Source: an optimization exercise on an open RTL-to-GDS flow (aim: small area, a short achievable clock period and few clock cycles). Production flows keep margins and buffers that such runs may drop.
The RTL was checked by simulation tests, not by an equivalence proof against the original design.
No activity file was given, so power comes from the tool's default toggle rates.

==> flow/design.v <==
`timescale 1ns/100ps
`default_nettype none
module Milestone_1 (
		input logic Clock_50,
		input logic Resetn,
		input logic M1_Start,
		input logic [15:0] SRAM_read_data,
		output logic M1_Finish,
		output logic [15:0] M1_write_data,
		output logic [17:0] M1_address,
		output logic M1_we_n
);
localparam logic [17:0] U_BASE   = 18'd38400;
localparam logic [17:0] V_BASE   = 18'd57600;
localparam logic [17:0] RGB_BASE = 18'd146944;
logic        running;
logic [1:0]  fin_cnt;      
logic        fin_wait;
logic [2:0]  ph;           
logic [7:0]  kk;
logic        lin;          
logic [3:0]  li;           
logic [15:0] ypt;          
logic [16:0] wpt;          
logic ph0, ph1, ph2, ph3, ph4;
assign ph0 = (ph == 3'd0);
assign ph1 = (ph == 3'd1);
assign ph2 = (ph == 3'd2);
assign ph3 = (ph == 3'd3);
assign ph4 = (ph == 3'd4);
logic pair, wait_lead;
assign pair      = (kk >= 8'd2);
assign wait_lead = (kk == 8'd0);
logic l0, l2, l3, l4, l5, l6, l7, l8, l9, l10, l11;
assign l0  = lin & (li == 4'd0);
assign l2  = lin & (li == 4'd2);
assign l3  = lin & (li == 4'd3);
assign l4  = lin & (li == 4'd4);
assign l5  = lin & (li == 4'd5);
assign l6  = lin & (li == 4'd6);
assign l7  = lin & (li == 4'd7);
assign l8  = lin & (li == 4'd8);
assign l9  = lin & (li == 4'd9);
assign l10 = lin & (li == 4'd10);
assign l11 = lin & (li == 4'd11);
logic clamp;
assign clamp = (kk >= 8'd158);
logic is_write;
assign is_write = running & pair & (ph0 | ph1 | ph3);
logic uv_rd_slot;
assign uv_rd_slot = ph2 & (kk != 8'd0) & (kk <= 8'd155);
logic rd_u, rd_v, rd_y;
assign rd_u = l0 | l5 | (uv_rd_slot & kk[0]);
assign rd_v = l2 | l7 | ((kk == 8'd1) & ph1) | (uv_rd_slot & ~kk[0]);
assign rd_y = l9 | (ph4 & (kk != 8'd0) & (kk <= 8'd159));
logic [1:0] uv_off;
assign uv_off = (l0 | l2) ? 2'd0 : (l5 | l7) ? 2'd1 : 2'd2;
logic [17:0] uv_addr;
assign uv_addr = {3'd0, ypt[15:1]} + {2'd0, rd_v ? 8'd225 : 8'd150, 6'd0, uv_off};    
logic row_end, frame_end;
assign row_end   = (kk == 8'd161) & ph4;
assign frame_end = (kk == 8'd161) & ph3 & (ypt == 16'd38400);
always_ff @(posedge Clock_50 or negedge Resetn) begin
	if (!Resetn) begin
		running   <= 1'b0;
		fin_wait  <= 1'b0;
		fin_cnt   <= 2'd0;
		M1_Finish <= 1'b0;
		M1_we_n   <= 1'b1;
		ph        <= 3'd0;
		kk        <= 8'd0;
		lin       <= 1'b0;
		li        <= 4'd0;
		ypt       <= 16'd0;
		wpt       <= RGB_BASE[16:0];
	end else begin
		M1_we_n <= ~is_write;
		if (running) begin
			if (frame_end) begin
				running  <= 1'b0;
				fin_wait <= 1'b1;
			end
			if (row_end) begin
				ph <= 3'd0;
				kk <= 8'd0;
			end else if (wait_lead) begin
				if (l9) kk <= 8'd1;
			end else if (ph4) begin
				ph <= 3'd0;
				kk <= kk + 8'd1;
			end else begin
				ph <= ph + 3'd1;
			end
			if (frame_end) begin
				lin <= 1'b0;
			end else if ((kk == 8'd160) & ph1) begin
				lin <= 1'b1;
				li  <= 4'd0;
			end else if (lin) begin
				li <= li + 4'd1;
				if (li == 4'd11) lin <= 1'b0;
			end
			if (rd_y) ypt <= ypt + 16'd1;
			if (is_write) wpt <= wpt + 17'd1;
		end else if (fin_wait) begin
			fin_cnt <= fin_cnt + 2'd1;
			if (fin_cnt == 2'd1) begin
				M1_Finish <= 1'b1;
				fin_wait  <= 1'b0;
			end
		end else if (M1_Start & ~M1_Finish) begin
			running <= 1'b1;
			lin     <= 1'b1;
			li      <= 4'd0;
		end
	end
end
logic [2:0] ph_n;
always_comb begin
	if (~running | frame_end | row_end | ph4 | wait_lead)
		ph_n = 3'd0;
	else
		ph_n = ph + 3'd1;
end
logic sel_fv, sel_e, sel_w0, sel_w1, en_su, en_sv;
always_ff @(posedge Clock_50) begin
	sel_fv     <= (ph_n == 3'd2);
	en_su      <= (ph_n == 3'd2);
	en_sv      <= (ph_n == 3'd3);
	sel_e      <= (ph_n == 3'd3);
	sel_w0     <= (ph_n == 3'd0);
	sel_w1     <= (ph_n == 3'd1);
end
always_ff @(posedge Clock_50) begin
	if (is_write)
		M1_address <= {1'b1, wpt};
	else if (rd_u | rd_v)
		M1_address <= uv_addr;
	else
		M1_address <= {2'd0, ypt};
end
logic [7:0]  wu0, wu1, wu2, wu3, wu4, wu5;    
logic [7:0]  wv0, wv1, wv2, wv3, wv4, wv5;    
logic [7:0]  pend_h, pend_l;                   
logic [15:0] y_reg;
logic [8:0]  su, sv;                           
logic        nu, nv;                           
logic [7:0]  b0_reg;
wire [7:0] dh = SRAM_read_data[15:8];
wire [7:0] dl = SRAM_read_data[7:0];
logic shift_reg;    
assign shift_reg = pair & ph0;
logic sh_u, sh_v;
assign sh_u = shift_reg | l3 | l4 | l5 | l6 | l8 | l9;
assign sh_v = shift_reg | l5 | l6 | l7 | l8 | l10 | l11;
logic [7:0] u_in, v_in;
always_comb begin
	if (l3 | l8)
		u_in = dh;
	else if (l6 | l9)
		u_in = pend_h;
	else if (clamp | l4 | l5)
		u_in = wu5;
	else if (~kk[0])
		u_in = dh;
	else
		u_in = pend_h;
	if (l5 | l10)
		v_in = dh;
	else if (l8 | l11)
		v_in = pend_l;
	else if (clamp | l6 | l7)
		v_in = wv5;
	else if (~kk[0])
		v_in = pend_h;
	else
		v_in = pend_l;
end
logic ld_pend_h, ld_pend_l, pend_h_dl, pend_v2;
assign pend_v2   = (kk == 8'd1) & ph4;    
assign pend_h_dl = l3 | l8 | (shift_reg & ~kk[0]);
assign ld_pend_h = pend_h_dl | (shift_reg & kk[0]) | pend_v2;
assign ld_pend_l = l5 | l10 | (shift_reg & kk[0]) | pend_v2;
always_ff @(posedge Clock_50) begin
	if (ph2 & ~wait_lead) y_reg <= SRAM_read_data;
	if (sh_u) begin
		wu0 <= wu1; wu1 <= wu2; wu2 <= wu3; wu3 <= wu4; wu4 <= wu5; wu5 <= u_in;
	end
	if (sh_v) begin
		wv0 <= wv1; wv1 <= wv2; wv2 <= wv3; wv3 <= wv4; wv4 <= wv5; wv5 <= v_in;
	end
	if (ld_pend_h) pend_h <= pend_h_dl ? dl : dh;
	if (ld_pend_l) pend_l <= dl;
end
logic [7:0] f0, f1, f2, f3, f4, f5;
assign f0 = sel_fv ? wv0 : wu0;
assign f1 = sel_fv ? wv1 : wu1;
assign f2 = sel_fv ? wv2 : wu2;
assign f3 = sel_fv ? wv3 : wu3;
assign f4 = sel_fv ? wv4 : wu4;
assign f5 = sel_fv ? wv5 : wu5;
wire [8:0] fs1 = {1'b0, f0} + {1'b0, f5};
wire [8:0] fs2 = {1'b0, f1} + {1'b0, f4};
wire [8:0] fs3 = {1'b0, f2} + {1'b0, f3};
logic [9:0] fD13, fD12, fD32;
logic [8:0] fS3;
always_ff @(posedge Clock_50) begin
	fS3  <= fs3;
	fD13 <= {1'b0, fs1} - {1'b0, fs3};
	fD12 <= {1'b0, fs1} - {1'b0, fs2};
	fD32 <= {1'b0, fs3} - {1'b0, fs2};
end
wire [18:0] ftot;
wire ft_w1;
wire ft_w2;
wire ft_w3;
wire ft_w4;
wire ft_w5;
wire ft_w6;
wire ft_w7;
wire ft_w8;
wire ft_w9;
wire ft_w10;
wire ft_w11;
wire ft_w12;
wire ft_w13;
wire ft_w14;
wire ft_w15;
wire ft_w16;
wire ft_w17;
wire ft_w18;
wire ft_w19;
wire ft_w20;
wire ft_w21;
wire ft_w22;
wire ft_w23;
wire ft_w24;
wire ft_w25;
wire ft_w26;
wire ft_w27;
wire ft_w28;
wire ft_w29;
wire ft_w30;
wire ft_w31;
wire ft_w32;
wire ft_w33;
wire ft_w34;
wire ft_w35;
wire ft_w36;
wire ft_w37;
wire ft_w38;
wire ft_w39;
wire ft_w40;
wire ft_w41;
wire ft_w42;
wire ft_w43;
wire ft_w44;
wire ft_w45;
wire ft_w46;
wire ft_w47;
wire ft_w48;
wire ft_w49;
wire ft_w50;
wire ft_w51;
wire ft_w52;
wire ft_w53;
wire ft_w54;
wire ft_w55;
wire ft_w56;
wire ft_w57;
wire ft_w58;
wire ft_w59;
wire ft_w60;
wire ft_w61;
wire ft_w62;
wire ft_w63;
wire ft_w64;
wire ft_w65;
wire ft_w66;
assign {ft_w2, ft_w1} = fD12[5] + fD12[3];
assign {ft_w4, ft_w3} = fD13[8] + fD12[6] + fD12[4];
assign {ft_w6, ft_w5} = fD32[3] + fS3[1];
assign {ft_w8, ft_w7} = fD12[7] + fD12[5] + fD32[4];
assign {ft_w10, ft_w9} = fS3[2] + fD13[9];
assign {ft_w12, ft_w11} = fD12[6] + fD32[5] + fS3[3];
assign {ft_w14, ft_w13} = {~fD13[9]} + {~fD12[8]};
assign {ft_w16, ft_w15} = fD12[7] + fD32[6] + fS3[4];
assign {ft_w18, ft_w17} = fD12[8] + {~fD12[9]};
assign {ft_w20, ft_w19} = fD32[7] + fS3[5];
assign {ft_w22, ft_w21} = fD32[8] + fS3[6];
assign {ft_w24, ft_w23} = fD13[5] + fD12[3];
assign {ft_w26, ft_w25} = fD13[6] + fD12[4] + fD12[2];
assign {ft_w28, ft_w27} = fD32[2] + fS3[0] + ft_w1;
assign {ft_w30, ft_w29} = fD13[7] + ft_w2 + ft_w3;
assign {ft_w32, ft_w31} = ft_w4 + ft_w6 + ft_w7;
assign {ft_w34, ft_w33} = ft_w8 + ft_w10 + ft_w11;
assign {ft_w36, ft_w35} = ft_w12 + ft_w14 + ft_w15;
assign {ft_w38, ft_w37} = ft_w16 + ft_w18 + ft_w19;
assign {ft_w40, ft_w39} = fD12[8] + ft_w20 + ft_w21;
assign {ft_w42, ft_w41} = fS3[7] + ft_w22;
assign {ft_w44, ft_w43} = fD13[4] + fD12[2];
assign {ft_w46, ft_w45} = fD12[1] + fD32[0] + ft_w23;
assign {ft_w48, ft_w47} = fD32[1] + ft_w24 + ft_w25;
assign {ft_w50, ft_w49} = ft_w26 + ft_w27 + {~fD13[7]};
assign {ft_w52, ft_w51} = ft_w5 + ft_w28 + ft_w29;
assign {ft_w54, ft_w53} = ft_w9 + ft_w30 + ft_w31;
assign {ft_w56, ft_w55} = ft_w13 + ft_w32 + ft_w33;
assign {ft_w58, ft_w57} = ft_w17 + ft_w34 + ft_w35;
assign {ft_w60, ft_w59} = ft_w36 + ft_w37 + {~fD12[8]};
assign {ft_w62, ft_w61} = ft_w38 + ft_w39 + {~fD12[9]};
assign {ft_w64, ft_w63} = ft_w40 + ft_w41 + {~fD32[9]};
assign {ft_w66, ft_w65} = ft_w42 + {~fS3[8]};
wire [18:0] ft_ra = {{~fS3[8]}, {~fS3[8]}, {~fS3[8]}, ft_w64, ft_w62, ft_w60, ft_w58, ft_w56, ft_w54, ft_w52, ft_w50, ft_w48, ft_w46, ft_w44, fD12[0], fD13[3], fD13[2], fD13[1], fD13[0]};
wire [18:0] ft_rb = {1'b0, 1'b0, ft_w66, ft_w65, ft_w63, ft_w61, ft_w59, ft_w57, ft_w55, ft_w53, ft_w51, ft_w49, ft_w47, ft_w45, ft_w43, fD12[1], fD12[0], 1'b0, 1'b0};
assign ftot = ft_ra + ft_rb;
always_ff @(posedge Clock_50) begin
	if (en_su) begin
		su <= ftot[16:8];
		nu <= ftot[18];
	end
	if (en_sv) begin
		sv <= ftot[16:8];
		nv <= ftot[18];
	end
end
logic [7:0] ly;
logic [8:0] lu, lv;
logic [10:0] ly5, lu3, lv3;    
logic       lnu, lnv, hnu, hnv;
wire [7:0] ly_n = sel_e ? y_reg[15:8] : y_reg[7:0];
wire [8:0] lu_n = sel_e ? {1'b0, wu2} : su;
wire [8:0] lv_n = sel_e ? {1'b0, wv2} : sv;
always_ff @(posedge Clock_50) begin
	ly  <= ly_n;
	lu  <= lu_n;
	lv  <= lv_n;
	ly5 <= {1'b0, ly_n, 2'b00} + {3'b000, ly_n};
	lu3 <= {1'b0, lu_n, 1'b0} + {2'b00, lu_n};
	lv3 <= {1'b0, lv_n, 1'b0} + {2'b00, lv_n};
	lnu <= ~sel_e & nu;
	lnv <= ~sel_e & nv;
	hnu <= lnu;
	hnv <= lnv;
end
logic pnu, pnv;
assign pnu = hnu;
assign pnv = hnv;
wire [20:0] r_lsum;
wire rlo_w1;
wire rlo_w2;
wire rlo_w3;
wire rlo_w4;
wire rlo_w5;
wire rlo_w6;
wire rlo_w7;
wire rlo_w8;
wire rlo_w9;
wire rlo_w10;
wire rlo_w11;
wire rlo_w12;
wire rlo_w13;
wire rlo_w14;
wire rlo_w15;
wire rlo_w16;
wire rlo_w17;
wire rlo_w18;
wire rlo_w19;
wire rlo_w20;
wire rlo_w21;
wire rlo_w22;
wire rlo_w23;
wire rlo_w24;
wire rlo_w25;
wire rlo_w26;
wire rlo_w27;
wire rlo_w28;
wire rlo_w29;
wire rlo_w30;
wire rlo_w31;
wire rlo_w32;
wire rlo_w33;
wire rlo_w34;
wire rlo_w35;
wire rlo_w36;
wire rlo_w37;
wire rlo_w38;
wire rlo_w39;
wire rlo_w40;
wire rlo_w41;
wire rlo_w42;
wire rlo_w43;
wire rlo_w44;
wire rlo_w45;
wire rlo_w46;
wire rlo_w47;
wire rlo_w48;
wire rlo_w49;
wire rlo_w50;
wire rlo_w51;
wire rlo_w52;
wire rlo_w53;
wire rlo_w54;
wire rlo_w55;
wire rlo_w56;
wire rlo_w57;
wire rlo_w58;
wire rlo_w59;
wire rlo_w60;
wire rlo_w61;
wire rlo_w62;
wire rlo_w63;
wire rlo_w64;
wire rlo_w65;
wire rlo_w66;
wire rlo_w67;
wire rlo_w68;
wire rlo_w69;
wire rlo_w70;
wire rlo_w71;
wire rlo_w72;
wire rlo_w73;
wire rlo_w74;
wire rlo_w75;
wire rlo_w76;
assign {rlo_w2, rlo_w1} = lv[0] + lv[3];
assign {rlo_w4, rlo_w3} = lv[1] + lv[4] + lv3[8];
assign {rlo_w6, rlo_w5} = lv[2] + lv[5] + lv3[9];
assign {rlo_w8, rlo_w7} = ly[1] + lv[3] + lv[6];
assign {rlo_w10, rlo_w9} = ly[2] + ly5[0] + lv[4];
assign {rlo_w12, rlo_w11} = ly5[1] + lv[5] + lv[8];
assign {rlo_w14, rlo_w13} = ly[4] + ly5[2] + lv[6];
assign {rlo_w16, rlo_w15} = ly[5] + ly5[3];
assign {rlo_w18, rlo_w17} = ly[6] + ly5[4] + lv[8];
assign {rlo_w20, rlo_w19} = ly[7] + ly5[5] + lv3[1];
assign {rlo_w22, rlo_w21} = ly[1] + ly5[6] + lv3[2];
assign {rlo_w24, rlo_w23} = lv3[7] + ly[5];
assign {rlo_w26, rlo_w25} = rlo_w2 + rlo_w3 + {~ly[6]};
assign {rlo_w28, rlo_w27} = rlo_w4 + rlo_w5 + {~ly[7]};
assign {rlo_w30, rlo_w29} = lv3[10] + ly[0] + rlo_w6;
assign {rlo_w32, rlo_w31} = lv[7] + lv3[0] + rlo_w8;
assign {rlo_w34, rlo_w33} = lv3[1] + rlo_w10 + rlo_w11;
assign {rlo_w36, rlo_w35} = lv3[2] + ly[3] + rlo_w12;
assign {rlo_w38, rlo_w37} = lv[7] + lv3[3] + rlo_w14;
assign {rlo_w40, rlo_w39} = lv3[0] + lv3[4] + rlo_w16;
assign {rlo_w42, rlo_w41} = lv3[5] + rlo_w18 + rlo_w19;
assign {rlo_w44, rlo_w43} = lv3[6] + ly[0] + rlo_w20;
assign {rlo_w46, rlo_w45} = lv3[3] + {~ly[1]};
assign {rlo_w48, rlo_w47} = lv[0] + lv3[4] + {~ly[2]};
assign {rlo_w50, rlo_w49} = lv[1] + lv3[5] + {~ly[3]};
assign {rlo_w52, rlo_w51} = lv[2] + lv3[6] + ly[4];
assign {rlo_w54, rlo_w53} = rlo_w1 + rlo_w23 + {~ly[4]};
assign {rlo_w56, rlo_w55} = rlo_w24 + rlo_w25 + {~ly[5]};
assign {rlo_w58, rlo_w57} = rlo_w26 + rlo_w27 + {~ly[0]};
assign {rlo_w60, rlo_w59} = rlo_w7 + rlo_w28 + rlo_w29;
assign {rlo_w62, rlo_w61} = rlo_w9 + rlo_w30 + rlo_w31;
assign {rlo_w64, rlo_w63} = rlo_w32 + rlo_w33 + {~ly[3]};
assign {rlo_w66, rlo_w65} = rlo_w13 + rlo_w34 + rlo_w35;
assign {rlo_w68, rlo_w67} = rlo_w15 + rlo_w36 + rlo_w37;
assign {rlo_w70, rlo_w69} = rlo_w17 + rlo_w38 + rlo_w39;
assign {rlo_w72, rlo_w71} = rlo_w40 + rlo_w41 + {~ly[0]};
assign {rlo_w74, rlo_w73} = rlo_w21 + rlo_w42 + rlo_w43;
assign {rlo_w76, rlo_w75} = rlo_w22 + rlo_w44;
wire [20:0] rlo_ra = {1'b0, rlo_w76, rlo_w74, rlo_w72, rlo_w70, rlo_w68, rlo_w66, rlo_w64, rlo_w62, rlo_w60, rlo_w58, rlo_w56, rlo_w54, rlo_w52, rlo_w50, rlo_w48, rlo_w46, {~ly[0]}, lv3[2], lv3[1], lv3[0]};
wire [20:0] rlo_rb = {1'b0, 1'b0, rlo_w75, rlo_w73, rlo_w71, rlo_w69, rlo_w67, rlo_w65, rlo_w63, rlo_w61, rlo_w59, rlo_w57, rlo_w55, rlo_w53, rlo_w51, rlo_w49, rlo_w47, rlo_w45, ly[0], 1'b0, 1'b0};
assign r_lsum = rlo_ra + rlo_rb;
logic [2:0] r_cy;
always_ff @(posedge Clock_50) r_cy <= r_lsum[20:18];
logic [1:0] r_lb;
always_ff @(posedge Clock_50) r_lb <= r_lsum[17:16];
wire [8:0] r_hpre;
wire rhi_w1;
wire rhi_w2;
wire rhi_w3;
wire rhi_w4;
wire rhi_w5;
wire rhi_w6;
wire rhi_w7;
wire rhi_w8;
wire rhi_w9;
wire rhi_w10;
wire rhi_w11;
wire rhi_w12;
wire rhi_w13;
wire rhi_w14;
wire rhi_w15;
wire rhi_w16;
wire rhi_w17;
wire rhi_w18;
wire rhi_w19;
wire rhi_w20;
assign {rhi_w2, rhi_w1} = ly[2] + ly5[7];
assign {rhi_w4, rhi_w3} = ly[3] + ly5[8] + lv3[4];
assign {rhi_w6, rhi_w5} = ly[4] + ly5[9] + lv3[5];
assign {rhi_w8, rhi_w7} = ly[5] + ly5[10] + lv3[6];
assign {rhi_w10, rhi_w9} = lv3[3] + lv3[7];
assign {rhi_w12, rhi_w11} = lv3[8] + rhi_w2 + rhi_w3;
assign {rhi_w14, rhi_w13} = lv3[9] + rhi_w4 + rhi_w5;
assign {rhi_w16, rhi_w15} = lv3[10] + rhi_w6 + rhi_w7;
assign {rhi_w18, rhi_w17} = ly[6] + lv3[7] + rhi_w8;
assign {rhi_w20, rhi_w19} = ly[7] + lv3[8];
wire [8:0] rhi_ra = {1'b0, lv3[10], lv3[9], rhi_w18, rhi_w16, rhi_w14, rhi_w12, rhi_w10, rhi_w1};
wire [8:0] rhi_rb = {1'b0, 1'b0, rhi_w20, rhi_w19, rhi_w17, rhi_w15, rhi_w13, rhi_w11, rhi_w9};
assign r_hpre = rhi_ra + rhi_rb;
logic [8:0] r_hreg;
always_ff @(posedge Clock_50) r_hreg <= r_hpre;
wire [8:0] r_hsum = r_hreg + {6'd0, r_cy} + 9'd456;
wire [10:0] r_sum = {r_hsum, r_lb};
wire [16:0] g_lsum;
wire glo_w1;
wire glo_w2;
wire glo_w3;
wire glo_w4;
wire glo_w5;
wire glo_w6;
wire glo_w7;
wire glo_w8;
wire glo_w9;
wire glo_w10;
wire glo_w11;
wire glo_w12;
wire glo_w13;
wire glo_w14;
wire glo_w15;
wire glo_w16;
wire glo_w17;
wire glo_w18;
wire glo_w19;
wire glo_w20;
wire glo_w21;
wire glo_w22;
wire glo_w23;
wire glo_w24;
wire glo_w25;
wire glo_w26;
wire glo_w27;
wire glo_w28;
wire glo_w29;
wire glo_w30;
wire glo_w31;
wire glo_w32;
wire glo_w33;
wire glo_w34;
wire glo_w35;
wire glo_w36;
wire glo_w37;
wire glo_w38;
wire glo_w39;
wire glo_w40;
wire glo_w41;
wire glo_w42;
wire glo_w43;
wire glo_w44;
wire glo_w45;
wire glo_w46;
wire glo_w47;
wire glo_w48;
wire glo_w49;
wire glo_w50;
wire glo_w51;
wire glo_w52;
wire glo_w53;
wire glo_w54;
wire glo_w55;
wire glo_w56;
wire glo_w57;
wire glo_w58;
wire glo_w59;
wire glo_w60;
wire glo_w61;
wire glo_w62;
wire glo_w63;
wire glo_w64;
wire glo_w65;
wire glo_w66;
wire glo_w67;
wire glo_w68;
wire glo_w69;
wire glo_w70;
wire glo_w71;
wire glo_w72;
wire glo_w73;
wire glo_w74;
assign {glo_w2, glo_w1} = ly5[1] + lv3[0];
assign {glo_w4, glo_w3} = ly[4] + ly5[2] + lv3[1];
assign {glo_w6, glo_w5} = ly[3] + {~lu[3]};
assign {glo_w8, glo_w7} = ly[4] + {~lu3[3]};
assign {glo_w10, glo_w9} = ly[5] + {~lu3[4]} + {~lv[2]};
assign {glo_w12, glo_w11} = ly[6] + lu3[5] + lv[3];
assign {glo_w14, glo_w13} = {~ly[7]} + {~lu3[6]};
assign {glo_w16, glo_w15} = ly[1] + ly[0] + {~lu[0]};
assign {glo_w18, glo_w17} = ly5[0] + {~lu[1]} + {~lu3[8]};
assign {glo_w20, glo_w19} = ly[2] + glo_w1 + {~lu[2]};
assign {glo_w22, glo_w21} = {~lu3[9]} + {~lv[7]};
assign {glo_w24, glo_w23} = glo_w2 + glo_w3 + glo_w5;
assign {glo_w26, glo_w25} = lu3[0] + lu3[10] + lv[8];
assign {glo_w28, glo_w27} = ly[1] + {~lu3[0]};
assign {glo_w30, glo_w29} = ly[2] + lu3[1] + lv[4];
assign {glo_w32, glo_w31} = ly[3] + {~lu3[2]} + {~lv[0]};
assign {glo_w34, glo_w33} = glo_w7 + {~lv[1]} + {~lv[6]};
assign {glo_w36, glo_w35} = glo_w8 + glo_w9 + {~lv[7]};
assign {glo_w38, glo_w37} = glo_w10 + {~lv[8]} + {~ly[5]};
assign {glo_w40, glo_w39} = glo_w13 + {~lv[4]} + {~ly[0]};
assign {glo_w42, glo_w41} = glo_w14 + glo_w15 + {~lu3[7]};
assign {glo_w44, glo_w43} = glo_w16 + glo_w17 + {~lv[6]};
assign {glo_w46, glo_w45} = glo_w18 + glo_w19 + glo_w21;
assign {glo_w48, glo_w47} = glo_w20 + glo_w22 + glo_w23;
assign {glo_w50, glo_w49} = glo_w4 + glo_w6 + glo_w24;
assign {glo_w52, glo_w51} = glo_w27 + {~lv[3]};
assign {glo_w54, glo_w53} = glo_w28 + {~ly[1]} + {~glo_w29};
assign {glo_w56, glo_w55} = glo_w31 + {~lv[5]} + {~glo_w30};
assign {glo_w58, glo_w57} = glo_w32 + glo_w33 + {~ly[3]};
assign {glo_w60, glo_w59} = glo_w34 + glo_w35 + {~ly[4]};
assign {glo_w62, glo_w61} = glo_w36 + glo_w37 + {~glo_w11};
assign {glo_w64, glo_w63} = glo_w38 + glo_w39 + {~glo_w12};
assign {glo_w66, glo_w65} = glo_w40 + glo_w41 + {~lv[5]};
assign {glo_w68, glo_w67} = glo_w42 + glo_w43 + {~ly[2]};
assign {glo_w70, glo_w69} = glo_w44 + glo_w45 + {~ly[3]};
assign {glo_w72, glo_w71} = glo_w46 + glo_w47 + {~glo_w25};
assign {glo_w74, glo_w73} = glo_w48 + glo_w49 + {~glo_w26};
wire [16:0] glo_ra = {1'b0, glo_w50, glo_w72, glo_w70, glo_w68, glo_w66, glo_w64, glo_w62, glo_w60, glo_w58, glo_w56, glo_w54, glo_w52, {~ly[0]}, ly[0], {~lv[1]}, lv[0]};
wire [16:0] glo_rb = {1'b0, glo_w74, glo_w73, glo_w71, glo_w69, glo_w67, glo_w65, glo_w63, glo_w61, glo_w59, glo_w57, glo_w55, glo_w53, glo_w51, {~lv[2]}, {~lv[0]}, 1'b0};
assign g_lsum = glo_ra + glo_rb;
logic [2:0] g_cy;
always_ff @(posedge Clock_50) g_cy <= g_lsum[16:14];
wire [12:0] g_hpre;
wire ghi_w1;
wire ghi_w2;
wire ghi_w3;
wire ghi_w4;
wire ghi_w5;
wire ghi_w6;
wire ghi_w7;
wire ghi_w8;
wire ghi_w9;
wire ghi_w10;
wire ghi_w11;
wire ghi_w12;
wire ghi_w13;
wire ghi_w14;
wire ghi_w15;
wire ghi_w16;
wire ghi_w17;
wire ghi_w18;
wire ghi_w19;
wire ghi_w20;
wire ghi_w21;
wire ghi_w22;
wire ghi_w23;
wire ghi_w24;
wire ghi_w25;
wire ghi_w26;
wire ghi_w27;
wire ghi_w28;
wire ghi_w29;
wire ghi_w30;
wire ghi_w31;
wire ghi_w32;
wire ghi_w33;
wire ghi_w34;
wire ghi_w35;
wire ghi_w36;
wire ghi_w37;
wire ghi_w38;
wire ghi_w39;
wire ghi_w40;
wire ghi_w41;
wire ghi_w42;
wire ghi_w43;
wire ghi_w44;
wire ghi_w45;
wire ghi_w46;
wire ghi_w47;
wire ghi_w48;
wire ghi_w49;
wire ghi_w50;
wire ghi_w51;
wire ghi_w52;
wire ghi_w53;
wire ghi_w54;
wire ghi_w55;
wire ghi_w56;
wire ghi_w57;
wire ghi_w58;
wire ghi_w59;
wire ghi_w60;
wire ghi_w61;
wire ghi_w62;
wire ghi_w63;
wire ghi_w64;
wire ghi_w65;
wire ghi_w66;
wire ghi_w67;
wire ghi_w68;
wire ghi_w69;
wire ghi_w70;
wire ghi_w71;
wire ghi_w72;
wire ghi_w73;
wire ghi_w74;
wire ghi_w75;
wire ghi_w76;
wire ghi_w77;
wire ghi_w78;
assign {ghi_w2, ghi_w1} = ly[0] + ly[7];
assign {ghi_w4, ghi_w3} = ly[1] + ly5[6];
assign {ghi_w6, ghi_w5} = ly[2] + ly5[7];
assign {ghi_w8, ghi_w7} = ly[5] + ly5[3];
assign {ghi_w10, ghi_w9} = ly[6] + ly5[4] + lv3[3];
assign {ghi_w12, ghi_w11} = ly5[5] + lv3[4] + ghi_w1;
assign {ghi_w14, ghi_w13} = {~lu[6]} + {~lu3[3]};
assign {ghi_w16, ghi_w15} = lv3[5] + ghi_w2 + ghi_w3;
assign {ghi_w18, ghi_w17} = lu[7] + lu3[4] + lv[1];
assign {ghi_w20, ghi_w19} = lv3[6] + ghi_w4 + ghi_w5;
assign {ghi_w22, ghi_w21} = lu[8] + lu3[5] + lv[2];
assign {ghi_w24, ghi_w23} = ly[3] + ly5[8] + lv3[7];
assign {ghi_w26, ghi_w25} = ghi_w6 + {~lu3[6]} + {~lv[3]};
assign {ghi_w28, ghi_w27} = ly[4] + ly5[9] + lv3[8];
assign {ghi_w30, ghi_w29} = {~lu3[7]} + {~lv[4]};
assign {ghi_w32, ghi_w31} = ly[5] + ly5[10] + lv3[9];
assign {ghi_w34, ghi_w33} = {~lu3[8]} + {~lv[5]};
assign {ghi_w36, ghi_w35} = ly[6] + lv3[10] + {~lu3[9]};
assign {ghi_w38, ghi_w37} = lv3[2] + ghi_w7;
assign {ghi_w40, ghi_w39} = ghi_w8 + ghi_w9 + {~lu[5]};
assign {ghi_w42, ghi_w41} = ghi_w10 + ghi_w11 + ghi_w13;
assign {ghi_w44, ghi_w43} = ghi_w12 + ghi_w14 + ghi_w15;
assign {ghi_w46, ghi_w45} = ghi_w16 + ghi_w19 + {~ghi_w18};
assign {ghi_w48, ghi_w47} = ghi_w20 + ghi_w23 + ghi_w25;
assign {ghi_w50, ghi_w49} = ghi_w24 + ghi_w26 + ghi_w27;
assign {ghi_w52, ghi_w51} = ghi_w28 + ghi_w30 + ghi_w31;
assign {ghi_w54, ghi_w53} = ghi_w32 + ghi_w34 + ghi_w35;
assign {ghi_w56, ghi_w55} = ly[7] + ghi_w36 + {~lu3[10]};
assign {ghi_w58, ghi_w57} = ghi_w37 + {~lu[4]};
assign {ghi_w60, ghi_w59} = ghi_w38 + ghi_w39 + {~lu3[2]};
assign {ghi_w62, ghi_w61} = ghi_w40 + ghi_w41 + {~lv[0]};
assign {ghi_w64, ghi_w63} = ghi_w42 + ghi_w43 + {~ghi_w17};
assign {ghi_w66, ghi_w65} = ghi_w44 + ghi_w45 + {~ghi_w21};
assign {ghi_w68, ghi_w67} = ghi_w46 + ghi_w47 + {~ghi_w22};
assign {ghi_w70, ghi_w69} = ghi_w29 + ghi_w48 + ghi_w49;
assign {ghi_w72, ghi_w71} = ghi_w33 + ghi_w50 + ghi_w51;
assign {ghi_w74, ghi_w73} = ghi_w52 + ghi_w53 + {~lv[6]};
assign {ghi_w76, ghi_w75} = ghi_w54 + ghi_w55 + {~lv[7]};
assign {ghi_w78, ghi_w77} = ghi_w56 + {~lv[8]};
wire [12:0] ghi_ra = {1'b0, ghi_w78, ghi_w76, ghi_w74, ghi_w72, ghi_w70, ghi_w68, ghi_w66, ghi_w64, ghi_w62, ghi_w60, ghi_w58, {~lu3[1]}};
wire [12:0] ghi_rb = {1'b0, 1'b0, ghi_w77, ghi_w75, ghi_w73, ghi_w71, ghi_w69, ghi_w67, ghi_w65, ghi_w63, ghi_w61, ghi_w59, ghi_w57};
assign g_hpre = ghi_ra + ghi_rb;
logic [12:0] g_hreg;
always_ff @(posedge Clock_50) g_hreg <= g_hpre;
wire [12:0] g_hsum = g_hreg + {10'd0, g_cy} + 13'd5632;
wire [10:0] g_sum = g_hsum[12:2];
wire [20:0] b_lsum;
wire blo_w1;
wire blo_w2;
wire blo_w3;
wire blo_w4;
wire blo_w5;
wire blo_w6;
wire blo_w7;
wire blo_w8;
wire blo_w9;
wire blo_w10;
wire blo_w11;
wire blo_w12;
wire blo_w13;
wire blo_w14;
wire blo_w15;
wire blo_w16;
wire blo_w17;
wire blo_w18;
wire blo_w19;
wire blo_w20;
wire blo_w21;
wire blo_w22;
wire blo_w23;
wire blo_w24;
wire blo_w25;
wire blo_w26;
wire blo_w27;
wire blo_w28;
wire blo_w29;
wire blo_w30;
wire blo_w31;
wire blo_w32;
wire blo_w33;
wire blo_w34;
wire blo_w35;
wire blo_w36;
wire blo_w37;
wire blo_w38;
wire blo_w39;
wire blo_w40;
wire blo_w41;
wire blo_w42;
wire blo_w43;
wire blo_w44;
wire blo_w45;
wire blo_w46;
wire blo_w47;
wire blo_w48;
wire blo_w49;
wire blo_w50;
wire blo_w51;
wire blo_w52;
wire blo_w53;
wire blo_w54;
wire blo_w55;
wire blo_w56;
wire blo_w57;
wire blo_w58;
wire blo_w59;
wire blo_w60;
wire blo_w61;
wire blo_w62;
wire blo_w63;
wire blo_w64;
wire blo_w65;
wire blo_w66;
wire blo_w67;
wire blo_w68;
wire blo_w69;
wire blo_w70;
wire blo_w71;
wire blo_w72;
wire blo_w73;
wire blo_w74;
wire blo_w75;
wire blo_w76;
wire blo_w77;
wire blo_w78;
wire blo_w79;
wire blo_w80;
wire blo_w81;
wire blo_w82;
wire blo_w83;
wire blo_w84;
wire blo_w85;
wire blo_w86;
wire blo_w87;
wire blo_w88;
wire blo_w89;
wire blo_w90;
wire blo_w91;
wire blo_w92;
assign {blo_w2, blo_w1} = lu[0] + lu3[4];
assign {blo_w4, blo_w3} = lu[1] + lu3[5] + lu3[8];
assign {blo_w6, blo_w5} = lu[2] + lu3[6] + lu3[9];
assign {blo_w8, blo_w7} = lu[0] + lu[3] + lu3[7];
assign {blo_w10, blo_w9} = lu3[10] + ly[0];
assign {blo_w12, blo_w11} = ly5[0] + lu[1] + lu[4];
assign {blo_w14, blo_w13} = lu3[8] + ly[1] + {~ly[2]};
assign {blo_w16, blo_w15} = ly[3] + ly5[1] + lu[2];
assign {blo_w18, blo_w17} = lu[5] + lu3[9] + ly[2];
assign {blo_w20, blo_w19} = ly[4] + ly5[2] + lu[3];
assign {blo_w22, blo_w21} = lu[6] + lu3[10];
assign {blo_w24, blo_w23} = ly[5] + ly5[3] + lu[4];
assign {blo_w26, blo_w25} = ly[6] + ly5[4];
assign {blo_w28, blo_w27} = ly[7] + ly5[5];
assign {blo_w30, blo_w29} = ly5[6] + lu[0] + lu[7];
assign {blo_w32, blo_w31} = lu3[0] + lu3[3];
assign {blo_w34, blo_w33} = lu3[1] + lu3[4];
assign {blo_w36, blo_w35} = lu3[2] + lu3[5];
assign {blo_w38, blo_w37} = lu3[3] + lu3[6];
assign {blo_w40, blo_w39} = lu3[7] + ly[5] + blo_w1;
assign {blo_w42, blo_w41} = blo_w2 + blo_w3 + {~ly[6]};
assign {blo_w44, blo_w43} = blo_w4 + blo_w5 + {~ly[7]};
assign {blo_w46, blo_w45} = blo_w6 + blo_w7 + blo_w9;
assign {blo_w48, blo_w47} = blo_w8 + blo_w10 + blo_w11;
assign {blo_w50, blo_w49} = blo_w12 + blo_w14 + blo_w15;
assign {blo_w52, blo_w51} = blo_w16 + blo_w18 + blo_w19;
assign {blo_w54, blo_w53} = lu[7] + blo_w20 + blo_w22;
assign {blo_w56, blo_w55} = lu[5] + lu[8] + blo_w24;
assign {blo_w58, blo_w57} = lu[6] + blo_w26 + blo_w27;
assign {blo_w60, blo_w59} = ly[0] + blo_w28 + blo_w29;
assign {blo_w62, blo_w61} = blo_w31 + {~ly[1]};
assign {blo_w64, blo_w63} = blo_w32 + blo_w33 + {~ly[2]};
assign {blo_w66, blo_w65} = blo_w34 + blo_w35 + {~ly[3]};
assign {blo_w68, blo_w67} = ly[4] + blo_w36 + blo_w37;
assign {blo_w70, blo_w69} = blo_w38 + blo_w39 + {~ly[4]};
assign {blo_w72, blo_w71} = blo_w40 + blo_w41 + {~ly[5]};
assign {blo_w74, blo_w73} = blo_w42 + blo_w43 + {~ly[0]};
assign {blo_w76, blo_w75} = blo_w44 + blo_w45 + {~ly[1]};
assign {blo_w78, blo_w77} = blo_w13 + blo_w46 + blo_w47;
assign {blo_w80, blo_w79} = blo_w17 + blo_w48 + blo_w49;
assign {blo_w82, blo_w81} = blo_w21 + blo_w50 + blo_w51;
assign {blo_w84, blo_w83} = blo_w23 + blo_w52 + blo_w53;
assign {blo_w86, blo_w85} = blo_w25 + blo_w54 + blo_w55;
assign {blo_w88, blo_w87} = blo_w56 + blo_w57 + {~ly[0]};
assign {blo_w90, blo_w89} = blo_w58 + blo_w59 + {~ly[1]};
assign {blo_w92, blo_w91} = ly[1] + blo_w30 + blo_w60;
wire [20:0] blo_ra = {1'b0, blo_w92, blo_w90, blo_w88, blo_w86, blo_w84, blo_w82, blo_w80, blo_w78, blo_w76, blo_w74, blo_w72, blo_w70, blo_w68, blo_w66, blo_w64, blo_w62, {~ly[0]}, lu3[2], lu3[1], lu3[0]};
wire [20:0] blo_rb = {1'b0, 1'b0, blo_w91, blo_w89, blo_w87, blo_w85, blo_w83, blo_w81, blo_w79, blo_w77, blo_w75, blo_w73, blo_w71, blo_w69, blo_w67, blo_w65, blo_w63, blo_w61, ly[0], 1'b0, 1'b0};
assign b_lsum = blo_ra + blo_rb;
logic [2:0] b_cy;
always_ff @(posedge Clock_50) b_cy <= b_lsum[20:18];
logic [1:0] b_lb;
always_ff @(posedge Clock_50) b_lb <= b_lsum[17:16];
wire [8:0] b_hpre;
wire bhi_w1;
wire bhi_w2;
wire bhi_w3;
wire bhi_w4;
wire bhi_w5;
wire bhi_w6;
wire bhi_w7;
wire bhi_w8;
wire bhi_w9;
wire bhi_w10;
wire bhi_w11;
wire bhi_w12;
wire bhi_w13;
wire bhi_w14;
wire bhi_w15;
wire bhi_w16;
wire bhi_w17;
wire bhi_w18;
wire bhi_w19;
wire bhi_w20;
assign {bhi_w2, bhi_w1} = ly[2] + ly5[7];
assign {bhi_w4, bhi_w3} = ly[3] + ly5[8];
assign {bhi_w6, bhi_w5} = ly[4] + ly5[9];
assign {bhi_w8, bhi_w7} = ly[5] + ly5[10];
assign {bhi_w10, bhi_w9} = lu[1] + lu[8];
assign {bhi_w12, bhi_w11} = lu[2] + bhi_w2 + bhi_w3;
assign {bhi_w14, bhi_w13} = lu[3] + bhi_w4 + bhi_w5;
assign {bhi_w16, bhi_w15} = lu[4] + bhi_w6 + bhi_w7;
assign {bhi_w18, bhi_w17} = ly[6] + lu[5] + bhi_w8;
assign {bhi_w20, bhi_w19} = ly[7] + lu[6];
wire [8:0] bhi_ra = {1'b0, lu[8], lu[7], bhi_w18, bhi_w16, bhi_w14, bhi_w12, bhi_w10, bhi_w1};
wire [8:0] bhi_rb = {1'b0, 1'b0, bhi_w20, bhi_w19, bhi_w17, bhi_w15, bhi_w13, bhi_w11, bhi_w9};
assign b_hpre = bhi_ra + bhi_rb;
logic [8:0] b_hreg;
always_ff @(posedge Clock_50) b_hreg <= b_hpre;
wire [8:0] b_hsum = b_hreg + {6'd0, b_cy} + 9'd442;
wire [10:0] b_sum = {b_hsum, b_lb};
function automatic [7:0] clip(input logic [10:0] s, input logic neg);
	if (neg | s[10])
		clip = 8'd0;
	else if (|s[9:8])
		clip = 8'd255;
	else
		clip = s[7:0];
endfunction
logic [7:0] r_px, g_px, b_px;
assign r_px = clip(r_sum, pnv);
assign g_px = clip(g_sum, pnu | pnv);
assign b_px = clip(b_sum, pnu);
always_ff @(posedge Clock_50) begin
	b0_reg <= b_px;
	if (sel_w0)
		M1_write_data <= {r_px, g_px};
	else if (sel_w1)
		M1_write_data <= {b0_reg, r_px};
	else
		M1_write_data <= {g_px, b_px};
end
endmodule
==> flow/flow/run.sh <==
#!/bin/bash
# Standard layout with two changes to how it is made (the clock period and
# constraints stay the design's): timing repair aims for extra setup slack,
# and the port buffers are plain buffers (buf_2) rather than the resizer's
# default pick.
set -euo pipefail
MARGIN=${MARGIN:-8.25}
bash standard.sh SETUP_SLACK_MARGIN=$MARGIN "BUFFER_PORTS_ARGS=-buffer_cell sky130_fd_sc_hd__buf_2" finish > standard_flow.log 2>&1
==> flow/standard.sh <==
#!/bin/bash
# synth_recipe.tcl (not shown) runs the flow's synth.tcl, then flattens the netlist and writes it again
# the make line also repeats each setting of config.mk as NAME=value (left out here)
make -C /OpenROAD-flow-scripts/flow DESIGN_CONFIG=/design/flow/config.mk WORK_HOME=/design/flow/orfs CLKGATE_MAP_FILE= SYNTH_SCRIPT=/design/flow/synth_recipe.tcl "${@:-finish}"
==> flow/config.mk <==
export PLATFORM = sky130hd
export DESIGN_NAME = Milestone_1
export DESIGN_NICKNAME = Milestone_1
export VERILOG_FILES = /design/flow/design.v
export SDC_FILE = /design/flow/constraint.sdc
export NUM_CORES = 4
export LEC_CHECK = 0
export CAP_MARGIN = 20
export CORE_MARGIN = 2
export CORE_UTILIZATION = 40
export PLACE_DENSITY = 0.6
export SLEW_MARGIN = 20
==> flow/constraint.sdc <==
create_clock -name core_clock -period 12.0 [get_ports {Clock_50}]
set_input_delay 2.4000 -clock core_clock [delete_from_list [all_inputs] [get_ports {Clock_50}]]
set_output_delay 2.4000 -clock core_clock [all_outputs]
set_load 0.01 [all_outputs]
==> summary.txt <==
- Residual DRC count: 0
- Net switching share of the total power: 0.2611
- Post-synth EDFFs: 148
- Number of placement rows: 91
- Maximum clock rate: 0.2739 GHz
- Run status: finished clean
- Worst hold path class: reg -> reg
- Clock slew seen by the registers of the worst setup and hold paths: approximately 0.06 ns
- H-tree levels: 2
- Pin count of the biggest net entering global routing: 56
- Largest area contributor in the netlist: sky130_fd_sc_hd__edfxtp_1
- Post-placement worst setup slack: slightly below 8 ns
- Die outline height: 253.8 um
- Dpl hpwl: 45550 um
- Setup TNS: 0 ns
- Commonest register cell after synthesis: sky130_fd_sc_hd__dfxtp_1
- Post-Syn Area per Cell: about 11 um2
- Hold path depth: 0
- Ys async rst share: 0.1414
- Initial detailed-routing violation count: 840
- CP max FO: 15
- Leakage power: 12.62 nW
- Area of the placeable core: 61710 um2
- IO Port Bufs: between 50 and 60
- Residual antenna-violating net count after detailed routing: 0
- Clock latency on the worst-skew pair: slightly below 0.6 ns
- Die X: 253.8 um
- Die area: 64430 um2
- Register share of total power: 0.406
- Pint: 2.543 mW
- Most common library cell in the layout ignoring fill and taps: sky130_fd_sc_hd__inv_1
- Critical Setup Path Class: reg -> reg
- Antenna diode count: 0
- Post-route clock period utilization: 0.3042
- Setup repair after global routing missed its margin: yes
- Cell types with the largest area share after synthesis: sky130_fd_sc_hd__edfxtp_1 (18%), sky130_fd_sc_hd__dfxtp_1 (15%), sky130_fd_sc_hd__fa_1 (14%)
- Cell area after technology mapping: 24970 um2
- Register with the highest flop count: M1_address
- Total vias in the final route: about 17k
- Number of max-cap violations: 0
- Number of cells on the worst reg-to-reg path: 14
- Number of vias per cell: 5.060
- Count of final max-slew check failures: 0
- Post-Syn Nets: 2761
- Number of antenna violations at the first check in global routing: 1
- FF-to-FF setup slack: around 8.3 ns
- Clock share of power: 0.422
- Largest register FFs: 18
- Vias in the first global route: 17.21k
- Worst clock skew: between 0.02 and 0.025 ns
- Number of synthesized register bits: 389
- Fraction of power consumed by combinational cells: 0.172
- Destination of the worst register-to-register timing path: fD12[8]
- GRT overflow: 0
- Hold-fix buffer count after cts: 0
- Crit path setup slack, layout: 8.349 ns
- Synthesis-to-finish area growth: 13.39%
- Proportion of synthesized chip area in sequential cells: 0.3826
- Routed length per instance: 17.70 um
- Data arrival at the endpoint of the critical path: approximately 4.1 ns
- Slew @ Worst Pin: just under 0.9 ns
- Number of buffers created by CTS: 44
- Worst hold margin: 0.3231 ns
- Endpoint of the worst hold-timing path: hnv
- Switch Pwr: between 0.8 and 0.9 mW
- Clk sinks: 389
- Number of detailed-routing iterations run before antenna repair: 5
- Largest regs: M1_address x18, wpt x17
- Yosys top cell area share: 0.1780
- Maximum count of clock buffers along a single path: 3
- Power per unit of standard cell area: 121.6 nW/um2
- Minimum clock period after layout: around 3.7 ns
- Setup violation total in the final timing report: 0
- Required arrival time at the worst endpoint: 12.46 ns
- Maximum resistive drop on vdd: 0.09645 mV
- GRT Resource Usage Total: 0.1836
- Total power: 3.442 mW
- GP Congestion: 0.9477
- Synth Instances: 2315
- Number of warnings printed during yosys synthesis: 1
- Buffer type at the clock tree root: sky130_fd_sc_hd__clkbuf_16
- Count of boundary I/O pins: 55
- Wire length of the first global-routing pass: 92740 um
- TritonCTS clock tree: yes
- Total routed wirelength: 58240 um
- Critical register-to-register path startpoint: en_su
- Distinct cell type count after synthesis: between 80 and 90
- Fraction of final layout cells with drive strength greater than 1: 0.1382
- Final Hold Fails: 0
- Critical Path Start Type: flip-flop
- Initial Util: 0.4046
- Tightest slew margin relative to the limit: 0.4181
- Sort of element at the end of the critical path: flip-flop
- Hold path startpoint: lnv
- Top library cells by usage in the layout, fill and taps aside: sky130_fd_sc_hd__inv_1 (377), sky130_fd_sc_hd__ha_1 (250), sky130_fd_sc_hd__fa_1 (172)
- Total number of nets in the final design: roughly 2.9k
==> what timing repair did <==
item / CTS / global route
pin swaps: 0 / 20
setup endpoints to repair: 35 / 31
gates cloned: 1 / 1
buffers inserted: 8 / 21
resized for setup: 29 / 47
==> stage by stage <==
step,util,std cells,area [um2]
floorplan,-,2315,24970
global placement,0.4242,3177,26180
detailed placement,0.4242,3177,26180
CTS,0.4527,3268,27940
global route,0.4588,3290,28310
finish,0.4588,3290,28310
==> synthesized netlist by cell type (all sizes together) (8+ instances only) <==
| cell type | instances |
|---|---|
| a211oi | 18 |
| a21boi | 10 |
| a21o | 42 |
| a21oi | 89 |
| a31oi | 14 |
| and2 | 11 |
| and3 | 15 |
| buf | 17 |
| clkbuf | 23 |
| dfrtp | 49 |
| dfxtp | 186 |
| edfxtp | 148 |
| fa | 173 |
| ha | 254 |
| inv | 381 |
| mux2 | 80 |
| mux2i | 24 |
| nand2 | 104 |
| nand2b | 16 |
| nand3 | 28 |
| nand4 | 21 |
| nor2 | 126 |
| nor2b | 47 |
| nor3 | 40 |
| nor3b | 8 |
| o211ai | 14 |
| o21a | 18 |
| o21ai | 93 |
| o21bai | 8 |
| or3 | 11 |
| xnor2 | 102 |
| xor2 | 42 |
==> power groups by stage <==
| stage | Sequential, mW | Clock (mW) | Combinational (mW) |
|---|---|---|---|
| after global routing | 1.40 | 1.54 | 0.679 |
| after global placement | 1.43 | 0 | 0.543 |
| after floorplan | 1.42 | 0 | 0.425 |
| after detailed placement | 1.43 | 0 | 0.553 |
| after CTS | 1.40 | 1.49 | 0.568 |
| final | 1.40 | 1.45 | 0.593 |
==> how the worst max path moves through the flow <==
| stage | endpoint | from | slack [ns] | cells past startpoint |
|---|---|---|---|---|
| 2_1_floorplan | g_hreg[11] | ly[2] | 8.27 | 13 |
| 3_3_place_gp | g_cy[2] | ly[5] | 7.78 | 12 |
| 3_5_place_dp | g_cy[2] | ly[5] | 7.75 | 12 |
| 4_1_cts | b_cy[1] | lu3[0] | 8.26 | 12 |
| 5_1_grt | b_cy[1] | lu[3] | 8.19 | 12 |
| 6_report | fD12[8] | en_su | 8.35 | 14 |
==> kinds of logic after synthesis <==
kind of cell             after synthesis  share of synthesized area
AND/OR/NAND/NOR                      449                    0.08920
adder cells (fa/ha/maj)              428                     0.2664
buffers and inverters                421                    0.06500
flip-flops                           389                     0.3826
AO/OA/AOI/OAI                        380                     0.1006
XOR/XNOR                             144                    0.05051
multiplexers                         104                    0.04570
==> per-layer routing <==
layer / GRT usage / routed length, um / up-vias
li1: - / - / 8049
met1: 0.2488 / 27000 / 8224
met2: 0.3066 / 27630 / 296
met3: 0.02837 / 2411 / 80
met4: 0.04723 / 1196 / 0
met5: 0 / 0 / -
==> worst max-delay path, stage by stage, from the launching register on <==
cell and delay (ns):
sky130_fd_sc_hd__dfxtp_4 0.39, sky130_fd_sc_hd__buf_12 0.16, sky130_fd_sc_hd__mux2_2 0.36, sky130_fd_sc_hd__ha_1 0.23, sky130_fd_sc_hd__fa_1 0.43, sky130_fd_sc_hd__a21o_1 0.22, sky130_fd_sc_hd__a21oi_2 0.21, sky130_fd_sc_hd__o21bai_1 0.10
sky130_fd_sc_hd__a21oi_2 0.17, sky130_fd_sc_hd__xor2_1 0.24, sky130_fd_sc_hd__ha_1 0.30, sky130_fd_sc_hd__or2_2 0.31, sky130_fd_sc_hd__a21oi_1 0.18, sky130_fd_sc_hd__a21oi_1 0.07, sky130_fd_sc_hd__xor2_1 0.15
==> cell type report <==
class	count	area, um2
inverter	381	1445
sequential	389	9600
clock inverter	21	331.6
timing repair buffer	96	656.9
fill	5775	33400
clock buffer	61	1246
tap	837	1047
multi-input combinational	1505	13980
Testbench counts, summed over its fixed seeds: cycles 774,760.

separate check: timing with driven ports:
Ports are ideal in the flow. The routed layout listed here was re-timed in OpenROAD. Step 1, drivers: a clkbuf_16 drives Clock_50 and a buf_2 each remaining input, both assumed. Step 2 moves the port delays by t, midway between the first and last clock arrival at a register: inputs arrive t later, outputs are due t later. That takes back most of the time a late clock gives input paths. a / b / c = no drivers / after step 1 / after step 2; a / b = the first two.
t, ns: 0.623
setup slack, ns: 8.349 / 8.343 / 8.349
worst hold slack (ns): 0.323 / 0.323 / 0.323
clock arrival spread, ns: 0.026 / 0.026
After both steps setup and hold are still met in this run. The setup slack of this run moves by -0.006 ns with the drivers and by 0.000 ns with both steps.
